This is an optimization exercise on Yosys and OpenROAD, whose aim is small area and a short achievable clock period, not a production implementation. Function was not checked in any run shown here: the RTL went through the layout flow alone. Power and IR drop assume default switching activity.

==> flow/design.v (outline; a module is shown in full before it is edited, if it fits) <==
// module CannyEdge: 838 lines
module CannyEdge(dAddrRegRow, dAddrRegCol, bWE, bCE, InData, OutData,
	OPMode, bOPEnable, dReadReg, dWriteReg,	clk, rst_b);
  // ...
==> flow/flow/run.sh <==
#!/bin/bash
# Layout flow: the standard flow (standard.sh), unchanged synthesis, plus
#  1. fapol.py on the synthesized netlist: full adders are self-dual, so
#     each fa cell may be fed complemented inputs and give complemented
#     outputs; fapol picks the polarities that need the fewest inverters
#     and rewrites the netlist (registers and ports untouched).
#  2. port buffers of a plain buffer cell (buf_2) instead of the default pick,
#  3. the resizer's setup margin raised so repair_timing keeps shortening
#     the critical paths past the 10 ns constraint,
#  4. a clock tree of smaller buffers and no dummy loads.
# Each tool's output goes to a log file in this folder.
set -u
R=orfs/results/${FLOW_PLATFORM:-sky130hd}/CannyEdge/base
export BUFFER_PORTS_ARGS="-buffer_cell sky130_fd_sc_hd__buf_2"
export SETUP_SLACK_MARGIN=${MARGIN:-6.2}
export CTS_ARGS="-sink_clustering_enable -repair_clock_nets -dont_use_dummy_load -buf_list sky130_fd_sc_hd__clkbuf_8 -sink_clustering_size 16 -sink_clustering_max_diameter 60"
bash standard.sh synth > synth.log 2>&1 || exit 1
if python3 flow/fapol.py $R/1_2_yosys.v $R/1_2_yosys_fapol.v > fapol.log 2>&1; then
  cp $R/1_2_yosys.v $R/1_2_yosys_std.v
  cp $R/1_2_yosys_fapol.v $R/1_2_yosys.v
  rm -f $R/1_synth.odb $R/1_synth.sdc
fi
bash standard.sh > standard.log 2>&1
==> flow/flow/fapol.py <==
#!/usr/bin/env python3
"""Full-adder polarity optimisation on a Yosys gate netlist (sky130hd).

A full adder is self-dual: fa(~a,~b,~c) = (~sum, ~cout).  Yosys's adder
extraction leaves many inverters between full adders; this pass chooses,
for each fa cell, whether to use it "flipped" (fed and producing
complemented signals) so that the number of inverters needed is minimal,
then rewrites the netlist.  The logic function at every register and port
is unchanged; registers are untouched.
usage: fapol.py in.v out.v
"""
import re, sys, random

src = open(sys.argv[1]).read()
INV = 'sky130_fd_sc_hd__inv_1'
FA = re.compile(r'sky130_fd_sc_hd__fa_\d+$')
OUTPINS = {'X', 'Y', 'Q', 'Q_N', 'SUM', 'COUT', 'HI', 'LO'}

# cell instances: type name ( pins );
cell_re = re.compile(r'^(\s*)(sky130_fd_sc_hd__\w+)\s+(\S+)\s*\((.*?)\);\s*$', re.S | re.M)
pin_re = re.compile(r'\.(\w+)\(\s*(.*?)\s*\)(?=\s*,|\s*$)', re.S)

cells = []
for m in cell_re.finditer(src):
    typ, name, body = m.group(2), m.group(3), m.group(4)
    pins = [(p, n.strip()) for p, n in pin_re.findall(body)]
    cells.append({'typ': typ, 'name': name, 'pins': pins, 'span': m.span()})

driver = {}
loads = {}
for i, c in enumerate(cells):
    for p, n in c['pins']:
        if p in OUTPINS:
            driver[n] = (i, p)
        else:
            loads.setdefault(n, []).append((i, p))

def is_inv(i):
    return cells[i]['typ'] == INV

def root(n):
    """follow inverters back: returns (root net, parity)"""
    q = 0
    while n in driver and is_inv(driver[n][0]):
        c = cells[driver[n][0]]
        n = dict(c['pins'])['A']
        q ^= 1
    return n, q

fa_ids = [i for i, c in enumerate(cells) if FA.match(c['typ'])]
fa_set = set(fa_ids)
inv_ids = [i for i, c in enumerate(cells) if c['typ'] == INV]

# demands: for every non-inverter consumer pin, which (root, parity) it needs
# (for fa pins, parity is relative to the fa's flip)
demands = []   # (consumer cell or None, pin, root, q)
nets_out_ports = set()
for i, c in enumerate(cells):
    if c['typ'] == INV:
        continue
    for p, n in c['pins']:
        if p in OUTPINS:
            continue
        if n.startswith("1'") or n == '':
            continue
        r, q = root(n)
        demands.append((i, p, r, q))

# module outputs / assigns that read nets: keep these nets' polarity as-is
assign_re = re.compile(r'^\s*assign\s+(.*?)\s*=\s*(.*?);', re.M)
port_reads = []
for m in assign_re.finditer(src):
    rhs = m.group(2).strip()
    if rhs in driver or rhs in loads:
        r, q = root(rhs)
        port_reads.append((rhs, r, q))

def root_pol(r, flip):
    d = driver.get(r)
    if d and d[0] in fa_set:
        return flip[d[0]]
    return 0

by_root = {}
for i, p, r, q in demands:
    by_root.setdefault(r, []).append((i, q))
for _, r, q in port_reads:
    by_root.setdefault(r, []).append((None, q))
fa_roots = {}
for i in fa_ids:
    rs = set()
    for p, n in cells[i]['pins']:
        if p in OUTPINS:
            rs.add(n)
        elif not (n.startswith("1'") or n == ''):
            rs.add(root(n)[0])
    fa_roots[i] = [r for r in rs if r in by_root]

def root_cost(r, flip):
    rp = root_pol(r, flip)
    wants = set(q ^ (flip[i] if i in fa_set else 0) for i, q in by_root[r])
    return sum(1 for w in wants if w != rp)

def total(flip):
    return sum(root_cost(r, flip) for r in by_root)

def search(flip, seed):
    rnd = random.Random(seed)
    improved = True
    while improved:
        improved = False
        order = fa_ids[:]
        rnd.shuffle(order)
        for i in order:
            before = sum(root_cost(r, flip) for r in fa_roots[i])
            flip[i] ^= 1
            after = sum(root_cost(r, flip) for r in fa_roots[i])
            if after < before or (after == before and rnd.random() < 0.3):
                if after < before:
                    improved = True
            else:
                flip[i] ^= 1
    return total(flip)

start = {i: 0 for i in fa_ids}
print('inverters before', len(inv_ids), 'needed with no flips', total(start), file=sys.stderr)
best, flip = None, None
for seed in range(40):
    f = {i: (random.Random(1000 + seed).random() < 0.5) * 1 if seed else 0 for i in fa_ids}
    c = search(f, seed)
    if best is None or c < best:
        best, flip = c, dict(f)
print('needed after', best, 'flipped', sum(flip.values()), file=sys.stderr)

if len(sys.argv) > 2:
    # rewrite: every (root, polarity) needed gets a net
    newcells = []
    invnet = {}
    cnt = [0]
    def net_for(r, want):
        if want == root_pol(r, flip):
            return r
        if r not in invnet:
            cnt[0] += 1
            nn = f'_fapol_{cnt[0]}_'
            invnet[r] = nn
            ra = r + ' ' if r.startswith('\\') else r
            newcells.append(f'  {INV} fapol_inv_{cnt[0]} (\n    .A({ra}),\n    .Y({nn})\n  );\n')
        return invnet[r]
    out = []
    last = 0
    for i, c in enumerate(cells):
        s, e = c['span']
        out.append(src[last:s])
        last = e
        if c['typ'] == INV:
            continue   # all inverters are re-created as needed
        pins = []
        for p, n in c['pins']:
            if p not in OUTPINS and not (n.startswith("1'") or n == ''):
                r, q = root(n)
                want = q ^ (flip[i] if i in fa_set else 0)
                n = net_for(r, want)
            pins.append(f'    .{p}({n}' + (' )' if n.startswith('\\') else ')'))
        out.append(f"  {c['typ']} {c['name']} (\n" + ',\n'.join(pins) + '\n  );')
    out.append(src[last:])
    text = ''.join(out)
    # port assigns
    def fix_assign(m):
        lhs, rhs = m.group(1), m.group(2).strip()
        if rhs in driver or rhs in loads:
            r, q = root(rhs)
            nn = net_for(r, q)
            return m.group(0).replace(m.group(2), nn + ' ' if nn.startswith('\\') else nn)
        return m.group(0)
    text = assign_re.sub(fix_assign, text)
    wires = ''.join(f'  wire {n};\n' for n in invnet.values())
    text = text.replace('endmodule', wires + ''.join(newcells) + 'endmodule')
    open(sys.argv[2], 'w').write(text)

==> flow/standard.sh <==
#!/bin/bash
# synth_recipe.tcl (not shown) runs the flow's synth.tcl, then flattens the netlist and writes it again
# the make line also repeats each setting of config.mk as NAME=value (left out here)
make -C /OpenROAD-flow-scripts/flow DESIGN_CONFIG=/design/flow/config.mk WORK_HOME=/design/flow/orfs CLKGATE_MAP_FILE= SYNTH_SCRIPT=/design/flow/synth_recipe.tcl "${@:-finish}"
==> flow/config.mk <==
export PLATFORM = sky130hd
export DESIGN_NAME = CannyEdge
export DESIGN_NICKNAME = CannyEdge
export VERILOG_FILES = /design/flow/design.v
export SDC_FILE = /design/flow/constraint.sdc
export NUM_CORES = 4
export LEC_CHECK = 0
export CAP_MARGIN = 20
export CORE_MARGIN = 2
export CORE_UTILIZATION = 40
export SLEW_MARGIN = 20
==> flow/constraint.sdc <==
create_clock -name core_clock -period 10.0 [get_ports {clk}]
set_input_delay 2.0000 -clock core_clock [delete_from_list [all_inputs] [get_ports {clk}]]
set_output_delay 2.0000 -clock core_clock [all_outputs]
set_load 0.01 [all_outputs]
==> impl_metrics.py, run 1 <==
metrics = {
    "placement": {
        "pre_cts_ws_ns": 4.66,
        "placer_congestion_estimate": 1.07,
    },
    "power": {
        "seq_cell_power_w": 0.00148,
        "cell_internal_power_w": 0.00177,
        "power.share.combinational_pct": 7.6,
        "share_clk_of_total_power_pct": 28.6,
        "pwr.group.clock_w": 0.000663,
        "report.power.total_w": 0.00232,
    },
    "final_layout": {
        "largest_register_ff_count": 200,
        "layout.comb_gates.multi_input": 1063,
        "number_of_fill_cells": 4849,
        "finish.utilization_pct": 46.0,
        "registers.top_by_ff_count": "regX",
        "seqAreaFraction_pct": 37.2,
        "area_growth_pct": 14.3,
    },
    "worst_setup_path": {
        "cpMaxStageDelayCell": "fa_2",
        "reg2regPathDepth": 17,
        "cp_common_cell": "fa_2",
        "timing.critical_path.depth": 17,
        "critical_path.n_buffers_inverters": 2,
        "crit_fanout": 5,
        "reg2reg_slack_ns": 5.69,
        "start_kind": "flop",
    },
    "global_route": {
        "grt.met3_usage_pct": 5.66,
        "grt_use_met1_pct": 36.5,
        "total_overflow_reported_by_the_global_router": 0,
    },
    "min_path": {
        "worstHoldEndpoint": "Out_gradient[5]",
    },
    "synthesis": {
        "postSynthNetCount": 2011,
        "synth_warnings": 2,
    },
    "drt": {
        "final_antenna_net_count": 0,
        "routed_wl_um": 77000,
        "vias": 14413,
    },
    "floorplan": {
        "ios": 38,
        "row_count": 86,
    },
    "status": {
        "status": "finished clean",
    },
    "run": {
        "max_cap_violations": 0,
    },
    "clock_tree": {
        "clockBufferDepth": 3,
    },
    "sta": {
        "finalMaxSlewViolations": 0,
    },
}
==> inputs of run 2 (changes only) <==
--- a/flow/design.v
+++ b/flow/design.v
@@ -474,23 +474,143 @@
 wire g_428 = g_410 & g_423;
 wire g_429 = g_418 ^ g_420;
 wire g_430 = g_418 & g_420;
 assign gsum0 = {1'b1, 1'b1, g_422, g_412, g_411, g_393, g_367, g_339, g_307, g_273, g_241, g_190, g_172};
 assign gsum1 = {1'b0, g_430, g_424, g_414, g_413, g_370, g_342, g_310, g_280, g_275, g_216, g_211, g_187};
 assign gsum2 = {1'b0, 1'b0, g_428, g_425, g_396, g_372, g_344, g_312, g_278, g_248, g_243, g_213, g_189};
 assign gsum3 = {1'b0, 1'b0, g_426, g_416, g_398, g_395, g_369, g_341, g_309, g_277, g_245, g_215, glow[2]};
 assign gsum4 = {1'b0, 1'b0, g_429, g_427, g_415, g_397, g_371, g_343, g_311, g_279, g_247, g_217, g_191};
-wire [10:0] sp = {3'b0, x2} - {3'b0, x10};
-wire [10:0] sq = {3'b0, x12} - {3'b0, x0};
-wire [10:0] gx_n = sp + sq + {2'b0, x7, 1'b0} - {2'b0, x5, 1'b0};
-wire [10:0] gy_n = sp - sq + {2'b0, x1, 1'b0} - {2'b0, x11, 1'b0};
 wire sx = Gx[10], sy = Gy[10];
 wire [10:0] A = Gx ^ {11{sx}};
 wire [10:0] B = Gy ^ {11{sy}};
+wire gx_1 = x2[0] ^ x12[0] ^ ~x0[0];
+wire gx_2 = (x2[0] & x12[0]) | (x2[0] & ~x0[0]) | (x12[0] & ~x0[0]);
+wire gx_3 = x2[1] ^ x12[1] ^ x7[0];
+wire gx_4 = (x2[1] & x12[1]) | (x2[1] & x7[0]) | (x12[1] & x7[0]);
+wire gx_5 = ~x0[1] ^ ~x10[1] ^ ~x5[0];
+wire gx_6 = (~x0[1] & ~x10[1]) | (~x0[1] & ~x5[0]) | (~x10[1] & ~x5[0]);
+wire gx_7 = gx_2 ^ gx_3;
+wire gx_8 = gx_2 & gx_3;
+wire gx_9 = x2[2] ^ x12[2] ^ x7[1];
+wire gx_10 = (x2[2] & x12[2]) | (x2[2] & x7[1]) | (x12[2] & x7[1]);
+wire gx_11 = ~x0[2] ^ ~x10[2] ^ ~x5[1];
+wire gx_12 = (~x0[2] & ~x10[2]) | (~x0[2] & ~x5[1]) | (~x10[2] & ~x5[1]);
+wire gx_13 = 1'b1 ^ gx_4 ^ gx_6;
+wire gx_14 = (1'b1 & gx_4) | (1'b1 & gx_6) | (gx_4 & gx_6);
+wire gx_15 = gx_9 ^ gx_11 ^ gx_8;
+wire gx_16 = (gx_9 & gx_11) | (gx_9 & gx_8) | (gx_11 & gx_8);
+wire gx_17 = x2[3] ^ x12[3] ^ x7[2];
+wire gx_18 = (x2[3] & x12[3]) | (x2[3] & x7[2]) | (x12[3] & x7[2]);
+wire gx_19 = ~x0[3] ^ ~x10[3] ^ ~x5[2];
+wire gx_20 = (~x0[3] & ~x10[3]) | (~x0[3] & ~x5[2]) | (~x10[3] & ~x5[2]);
+wire gx_21 = gx_10 ^ gx_12 ^ gx_17;
+wire gx_22 = (gx_10 & gx_12) | (gx_10 & gx_17) | (gx_12 & gx_17);
+wire gx_23 = gx_19 ^ gx_14 ^ gx_21;
+wire gx_24 = (gx_19 & gx_14) | (gx_19 & gx_21) | (gx_14 & gx_21);
+wire gx_25 = x2[4] ^ x12[4] ^ x7[3];
+wire gx_26 = (x2[4] & x12[4]) | (x2[4] & x7[3]) | (x12[4] & x7[3]);
+wire gx_27 = ~x0[4] ^ ~x10[4] ^ ~x5[3];
+wire gx_28 = (~x0[4] & ~x10[4]) | (~x0[4] & ~x5[3]) | (~x10[4] & ~x5[3]);
+wire gx_29 = gx_18 ^ gx_20 ^ gx_25;
+wire gx_30 = (gx_18 & gx_20) | (gx_18 & gx_25) | (gx_20 & gx_25);
+wire gx_31 = gx_27 ^ gx_22 ^ gx_29;
+wire gx_32 = (gx_27 & gx_22) | (gx_27 & gx_29) | (gx_22 & gx_29);
+wire gx_33 = x2[5] ^ x12[5] ^ x7[4];
+wire gx_34 = (x2[5] & x12[5]) | (x2[5] & x7[4]) | (x12[5] & x7[4]);
+wire gx_35 = ~x0[5] ^ ~x10[5] ^ ~x5[4];
+wire gx_36 = (~x0[5] & ~x10[5]) | (~x0[5] & ~x5[4]) | (~x10[5] & ~x5[4]);
+wire gx_37 = gx_26 ^ gx_28 ^ gx_33;
+wire gx_38 = (gx_26 & gx_28) | (gx_26 & gx_33) | (gx_28 & gx_33);
+wire gx_39 = gx_35 ^ gx_30 ^ gx_37;
+wire gx_40 = (gx_35 & gx_30) | (gx_35 & gx_37) | (gx_30 & gx_37);
+wire gx_41 = x2[6] ^ x12[6] ^ x7[5];
+wire gx_42 = (x2[6] & x12[6]) | (x2[6] & x7[5]) | (x12[6] & x7[5]);
+wire gx_43 = ~x0[6] ^ ~x10[6] ^ ~x5[5];
+wire gx_44 = (~x0[6] & ~x10[6]) | (~x0[6] & ~x5[5]) | (~x10[6] & ~x5[5]);
+wire gx_45 = gx_34 ^ gx_36 ^ gx_41;
+wire gx_46 = (gx_34 & gx_36) | (gx_34 & gx_41) | (gx_36 & gx_41);
+wire gx_47 = gx_43 ^ gx_38 ^ gx_45;
+wire gx_48 = (gx_43 & gx_38) | (gx_43 & gx_45) | (gx_38 & gx_45);
+wire gx_49 = x2[7] ^ x12[7] ^ x7[6];
+wire gx_50 = (x2[7] & x12[7]) | (x2[7] & x7[6]) | (x12[7] & x7[6]);
+wire gx_51 = ~x0[7] ^ ~x10[7] ^ ~x5[6];
+wire gx_52 = (~x0[7] & ~x10[7]) | (~x0[7] & ~x5[6]) | (~x10[7] & ~x5[6]);
+wire gx_53 = gx_42 ^ gx_44 ^ gx_49;
+wire gx_54 = (gx_42 & gx_44) | (gx_42 & gx_49) | (gx_44 & gx_49);
+wire gx_55 = gx_51 ^ gx_46 ^ gx_53;
+wire gx_56 = (gx_51 & gx_46) | (gx_51 & gx_53) | (gx_46 & gx_53);
+wire gx_57 = x7[7] ^ ~x5[7] ^ gx_50;
+wire gx_58 = (x7[7] & ~x5[7]) | (x7[7] & gx_50) | (~x5[7] & gx_50);
+wire gx_59 = gx_52 ^ gx_54 ^ gx_57;
+wire gx_60 = (gx_52 & gx_54) | (gx_52 & gx_57) | (gx_54 & gx_57);
+wire [10:0] gx_r0 = {1'b1, gx_58, gx_56, gx_48, gx_40, gx_32, gx_24, gx_16, gx_13, gx_5, ~x10[0]};
+wire [10:0] gx_r1 = {1'b0, gx_60, gx_59, gx_55, gx_47, gx_39, gx_31, gx_23, gx_15, gx_7, gx_1};
+wire gy_1 = x0[0] ^ x2[0] ^ ~x10[0];
+wire gy_2 = (x0[0] & x2[0]) | (x0[0] & ~x10[0]) | (x2[0] & ~x10[0]);
+wire gy_3 = x0[1] ^ x2[1] ^ x1[0];
+wire gy_4 = (x0[1] & x2[1]) | (x0[1] & x1[0]) | (x2[1] & x1[0]);
+wire gy_5 = ~x10[1] ^ ~x12[1] ^ ~x11[0];
+wire gy_6 = (~x10[1] & ~x12[1]) | (~x10[1] & ~x11[0]) | (~x12[1] & ~x11[0]);
+wire gy_7 = gy_2 ^ gy_3;
+wire gy_8 = gy_2 & gy_3;
+wire gy_9 = x0[2] ^ x2[2] ^ x1[1];
+wire gy_10 = (x0[2] & x2[2]) | (x0[2] & x1[1]) | (x2[2] & x1[1]);
+wire gy_11 = ~x10[2] ^ ~x12[2] ^ ~x11[1];
+wire gy_12 = (~x10[2] & ~x12[2]) | (~x10[2] & ~x11[1]) | (~x12[2] & ~x11[1]);
+wire gy_13 = 1'b1 ^ gy_4 ^ gy_6;
+wire gy_14 = (1'b1 & gy_4) | (1'b1 & gy_6) | (gy_4 & gy_6);
+wire gy_15 = gy_9 ^ gy_11 ^ gy_8;
+wire gy_16 = (gy_9 & gy_11) | (gy_9 & gy_8) | (gy_11 & gy_8);
+wire gy_17 = x0[3] ^ x2[3] ^ x1[2];
+wire gy_18 = (x0[3] & x2[3]) | (x0[3] & x1[2]) | (x2[3] & x1[2]);
+wire gy_19 = ~x10[3] ^ ~x12[3] ^ ~x11[2];
+wire gy_20 = (~x10[3] & ~x12[3]) | (~x10[3] & ~x11[2]) | (~x12[3] & ~x11[2]);
+wire gy_21 = gy_10 ^ gy_12 ^ gy_17;
+wire gy_22 = (gy_10 & gy_12) | (gy_10 & gy_17) | (gy_12 & gy_17);
+wire gy_23 = gy_19 ^ gy_14 ^ gy_21;
+wire gy_24 = (gy_19 & gy_14) | (gy_19 & gy_21) | (gy_14 & gy_21);
+wire gy_25 = x0[4] ^ x2[4] ^ x1[3];
+wire gy_26 = (x0[4] & x2[4]) | (x0[4] & x1[3]) | (x2[4] & x1[3]);
+wire gy_27 = ~x10[4] ^ ~x12[4] ^ ~x11[3];
+wire gy_28 = (~x10[4] & ~x12[4]) | (~x10[4] & ~x11[3]) | (~x12[4] & ~x11[3]);
+wire gy_29 = gy_18 ^ gy_20 ^ gy_25;
+wire gy_30 = (gy_18 & gy_20) | (gy_18 & gy_25) | (gy_20 & gy_25);
+wire gy_31 = gy_27 ^ gy_22 ^ gy_29;
+wire gy_32 = (gy_27 & gy_22) | (gy_27 & gy_29) | (gy_22 & gy_29);
+wire gy_33 = x0[5] ^ x2[5] ^ x1[4];
+wire gy_34 = (x0[5] & x2[5]) | (x0[5] & x1[4]) | (x2[5] & x1[4]);
+wire gy_35 = ~x10[5] ^ ~x12[5] ^ ~x11[4];
+wire gy_36 = (~x10[5] & ~x12[5]) | (~x10[5] & ~x11[4]) | (~x12[5] & ~x11[4]);
+wire gy_37 = gy_26 ^ gy_28 ^ gy_33;
+wire gy_38 = (gy_26 & gy_28) | (gy_26 & gy_33) | (gy_28 & gy_33);
+wire gy_39 = gy_35 ^ gy_30 ^ gy_37;
+wire gy_40 = (gy_35 & gy_30) | (gy_35 & gy_37) | (gy_30 & gy_37);
+wire gy_41 = x0[6] ^ x2[6] ^ x1[5];
+wire gy_42 = (x0[6] & x2[6]) | (x0[6] & x1[5]) | (x2[6] & x1[5]);
+wire gy_43 = ~x10[6] ^ ~x12[6] ^ ~x11[5];
+wire gy_44 = (~x10[6] & ~x12[6]) | (~x10[6] & ~x11[5]) | (~x12[6] & ~x11[5]);
+wire gy_45 = gy_34 ^ gy_36 ^ gy_41;
+wire gy_46 = (gy_34 & gy_36) | (gy_34 & gy_41) | (gy_36 & gy_41);
+wire gy_47 = gy_43 ^ gy_38 ^ gy_45;
+wire gy_48 = (gy_43 & gy_38) | (gy_43 & gy_45) | (gy_38 & gy_45);
+wire gy_49 = x0[7] ^ x2[7] ^ x1[6];
+wire gy_50 = (x0[7] & x2[7]) | (x0[7] & x1[6]) | (x2[7] & x1[6]);
+wire gy_51 = ~x10[7] ^ ~x12[7] ^ ~x11[6];
+wire gy_52 = (~x10[7] & ~x12[7]) | (~x10[7] & ~x11[6]) | (~x12[7] & ~x11[6]);
+wire gy_53 = gy_42 ^ gy_44 ^ gy_49;
+wire gy_54 = (gy_42 & gy_44) | (gy_42 & gy_49) | (gy_44 & gy_49);
+wire gy_55 = gy_51 ^ gy_46 ^ gy_53;
+wire gy_56 = (gy_51 & gy_46) | (gy_51 & gy_53) | (gy_46 & gy_53);
+wire gy_57 = x1[7] ^ ~x11[7] ^ gy_50;
+wire gy_58 = (x1[7] & ~x11[7]) | (x1[7] & gy_50) | (~x11[7] & gy_50);
+wire gy_59 = gy_52 ^ gy_54 ^ gy_57;
+wire gy_60 = (gy_52 & gy_54) | (gy_52 & gy_57) | (gy_54 & gy_57);
+wire [10:0] gy_r0 = {1'b1, gy_58, gy_56, gy_48, gy_40, gy_32, gy_24, gy_16, gy_13, gy_5, ~x12[0]};
+wire [10:0] gy_r1 = {1'b0, gy_60, gy_59, gy_55, gy_47, gy_39, gy_31, gy_23, gy_15, gy_7, gy_1};
 wire sg_1 = A[0] ^ B[0] ^ sx;
 wire sg_2 = (A[0] & B[0]) | (A[0] & sx) | (B[0] & sx);
 wire sg_3 = A[1] ^ B[1];
 wire sg_4 = A[1] & B[1];
 wire sg_5 = A[2] ^ B[2];
 wire sg_6 = A[2] & B[2];
 wire sg_7 = A[3] ^ B[3];
 wire sg_8 = A[3] & B[3];
@@ -827,13 +947,13 @@
 	if (rst_b && step && m_gau && st == 2'd0) begin
 		gs0 <= gsum0;
 		gs1 <= gsum1;
 		gs2 <= gsum2;
 		gs3 <= gsum3;
 		gs4 <= gsum4;
 	end
 	if (rst_b && step && m_sob && st == 2'd0) begin
-		Gx <= gx_n;
-		Gy <= gy_n;
+		Gx <= gx_r0 + gx_r1;
+		Gy <= gy_r0 + gy_r1;
 	end
 end
 endmodule
==> run 2 against run 1 <==
- non-clock buffer count increased by 8
- power increased by 2.4%
- hold slack got worse by 0.017 ns
- utilization decreased by 0.57 points
- clock skew increased by 0.016 ns
- first-iteration DRC count increased by 11%
- largest cell class unchanged
==> impl_metrics.py, run 2 <==
metrics = {
    "status": {
        "status": "finished clean",
    },
    "worst_setup_path": {
        "critical_path.max_stage_delay_ns": 0.65,
        "cpMaxStageDelayCell": "fa_2",
        "cp_common_cell": "fa_2",
        "crit_required_ns": 10.39,
        "crit_fanout": 2,
        "start_kind": "flop",
        "timing.setup.critical_path_class": "flop to flop",
        "worst_path_cell_chain": "fa_2 > fa_2 > buf_4 > inv_1 > fa_2 > fa_2 > fa_2 > fa_2",
        "critPathArrivalTime_ns": 4.26,
        "cp-end-kind": "flop",
    },
    "floorplan": {
        "ios": 38,
        "die_width_um": 239,
        "die-area_um2": 57200,
        "std_cell_core_area_um2": 54900,
        "row_count": 86,
        "starting_density_of_the_core_pct": 40.3,
        "die_height_um": 239,
    },
    "synthesis": {
        "synth_area_um2": 22100,
        "syn_inst": 1559,
        "post_synth.cell_area_avg_um2": 14.2,
        "synth_warnings": 2,
        "postSynthNetCount": 2015,
    },
    "sta": {
        "clock-skew-final_ns": 0.0612,
        "min_period_over_period_pct": 38.6,
        "rsz0062_at_grt": "yes",
        "worst-slew-pin-transition_ns": 1.15,
        "final-setup-viol-count": 0,
        "totalNegativeSetupSlack_ns": 0,
        "slew_headroom_pct": 22.7,
        "period_needed_ns": 3.86,
        "report.final.hold_viol_count": 0,
        "setup_slack_of_the_critical_path_after_layout_ns": 6.14,
        "clock.fmax_ghz": 0.259,
        "finalMaxSlewViolations": 0,
    },
    "global_route": {
        "first_pass_grt_wire_length_um": 110000,
        "largest_net_degree_at_the_start_of_global_routing": 57,
        "antenna_found_initial": 4,
        "track_usage_pct": 27.7,
        "total_overflow_reported_by_the_global_router": 0,
        "first_global_vias": 14887,
    },
    "final_layout": {
        "finish.net_count": 2168,
        "number_of_fill_cells": 4900,
        "layout-drive-gt1-share_pct": 19.2,
        "area_growth_pct": 12.8,
        "mostFrequentLayoutCell": "edfxtp_1",
        "largest_registers": "regX x200, gs1 x12",
        "multi_input_area_um2": 12500,
        "largest_register_ff_count": 200,
        "layout.cell_area.non_filler_um2": 24900,
        "registers.top_by_ff_count": "regX",
        "final_cell_mix": "edfxtp_1, fa_1, ha_1, inv_1, buf_4",
        "sequential_area_um2": 9400,
    },
    "drt": {
        "dr.pass1.iters": 5,
        "first_iter_violations": 1843,
        "post_drt_wl_per_cell_um": 32.4,
        "final_antenna_net_count": 0,
        "remaining_drc_errors": 0,
        "routed_wl_um": 78300,
        "vias": 14581,
        "viasPerCell": 6.04,
    },
    "clock_tree": {
        "clock_latency_ns": 0.67,
        "holdBufCountCts": 0,
        "clockBufferDepth": 3,
        "clkSlewWorstSetupHoldPaths_ns": 0.11,
        "tritoncts_clock_tree": "built",
        "htreeDepth": 1,
        "tritoncts_num_sinks": 317,
        "clock-root-buffer": "clkbuf_8",
        "tritoncts.num_buffers": 28,
    },
    "placement": {
        "dpl_cell_area_um2": 23300,
        "dp.final_hpwl_um": 59900,
        "placer_congestion_estimate": 0.973,
        "pre_cts_ws_ns": 5.28,
        "placement.io_buffers": 37,
    },
    "run": {
        "max_cap_violations": 0,
    },
    "power": {
        "irDropWorstVdd_mv": 0.101,
        "power_density_normalized_to_cell_area_nw_per_um2": 95.1,
        "leakagePower_nw": 8.94,
    },
    "min_path": {
        "timing.hold.worst.class": "flop to flop",
    },
}
## run 2: cell types whose count changed in the layout (fill, tap and decap cells not counted), sizes merged, moves of 6 or more
| cell | before | now |
|---|---|---|
| a21o | 36 | 18 |
| buf | 159 | 169 |
| nor2 | 35 | 48 |
| xnor2 | 27 | 16 |
| nand2 | 55 | 62 |
| fa | 273 | 295 |
| a22oi | 46 | 40 |
| xor2 | 38 | 29 |
| mux2i | 0 | 13 |
| ha | 149 | 131 |
| o21ai | 47 | 53 |
| mux2 | 8 | 2 |
| inv | 140 | 128 |
## run 2: repair_timing
item | in CTS | in global routing
setup buffers | 79 | 35
resized for setup | 57 | 43
pin swaps | 34 | 39
setup endpoints to repair | 210 | 219
## run 2: path summary, 6_finish.rpt
check | slack, ns | endpoint | startpoint | depth (start not counted)
hold reg to reg | 0.48 | Out_gradient[0] | Out_gradient[0] | 2
max in group asynchronous | 8.21 | pc[0] | rst_b | 2
min in group asynchronous | 1.38 | Out_gf[3] | rst_b | 2
setup / recovery | 6.14 | gs4[4] | regX[6][4] | 8
hold / removal | 0.48 | Out_gradient[0] | Out_gradient[0] | 2
setup reg to reg | 6.14 | gs4[4] | regX[6][4] | 8
## run 2: where the power goes
part	internal (W)	leakage, nW	switching (W)
Combinational	0.0000662	6.00	0.000123
Clock	0.000249	0.201	0.000448
Sequential	0.00146	2.74	0.0000228
Total	0.00178	8.94	0.000594
## run 2: final cells by class
class                   instances  share of cell area [%]
flip-flops and latches        317                    37.7
repair buffers                169                    5.07
clock buffers                  28                    1.55
diodes                          1                  0.0100
inverters                     128                    1.93
multi-input cells            1068                    50.2
well taps                     704                    3.53
## run 2: per-stage QoR
stage / std cells / util (%) / power [W] / hold slack (ns)
after floorplan: 1559 / - / 0.00161 / 0.441
after global placement: 2272 / 42.4 / 0.00169 / 0.471
after detailed placement: 2272 / 42.4 / 0.00169 / 0.466
after CTS: 2379 / 44.5 / 0.00236 / 0.487
after global routing: 2415 / 45.4 / 0.00242 / 0.504
final: 2415 / 45.4 / 0.00237 / 0.482
## run 2: per-layer routing
| layer | vias up | track usage (%) | share of wire (%) |
|---|---|---|---|
| li1 | 5960 | - | - |
| met4 | 4 | 15.3 | 6.4 |
| met1 | 7523 | 37.5 | 39 |
| met5 | - | 0 | 0.035 |
| met3 | 197 | 5.35 | 9.4 |
| met2 | 897 | 42.3 | 45 |
## run 2: critical path: cells and delay by family (launching register included)
kind,cells,cell delay (ns)
buffers and inverters,2,0.25
DFF,1,0.54
adders and majority gates,6,2.80

re-timing with driven ports:
Ports are ideal in the flow. The routed layouts listed here were re-timed in OpenROAD.
Step 1, drivers: a clkbuf_16 drives clk and a buf_2 each remaining input, both assumed.
Step 2 also shifts input and output timing later by t, the mid clock arrival at the registers, as if the neighbouring blocks saw the same clock.
a / b / c = ideal / step 1 / step 2; a / b = the first two.
run	shift t [ns]	setup slack, ns	hold slack, ns	worst slew at a driven data input, ns	pins driven straight from the clock port
run 1	0.665	5.689 / 5.689 / 5.592	0.499 / 0.499 / 0.499	0.12	1
run 2	0.688	6.135 / 6.135 / 5.575	0.482 / 0.482 / 0.482	0.06	1
After both steps setup and hold are still met in every run listed. For run 2, which loses most, drivers alone change the setup slack by 0.000 ns; drivers and shift together by -0.560 ns.
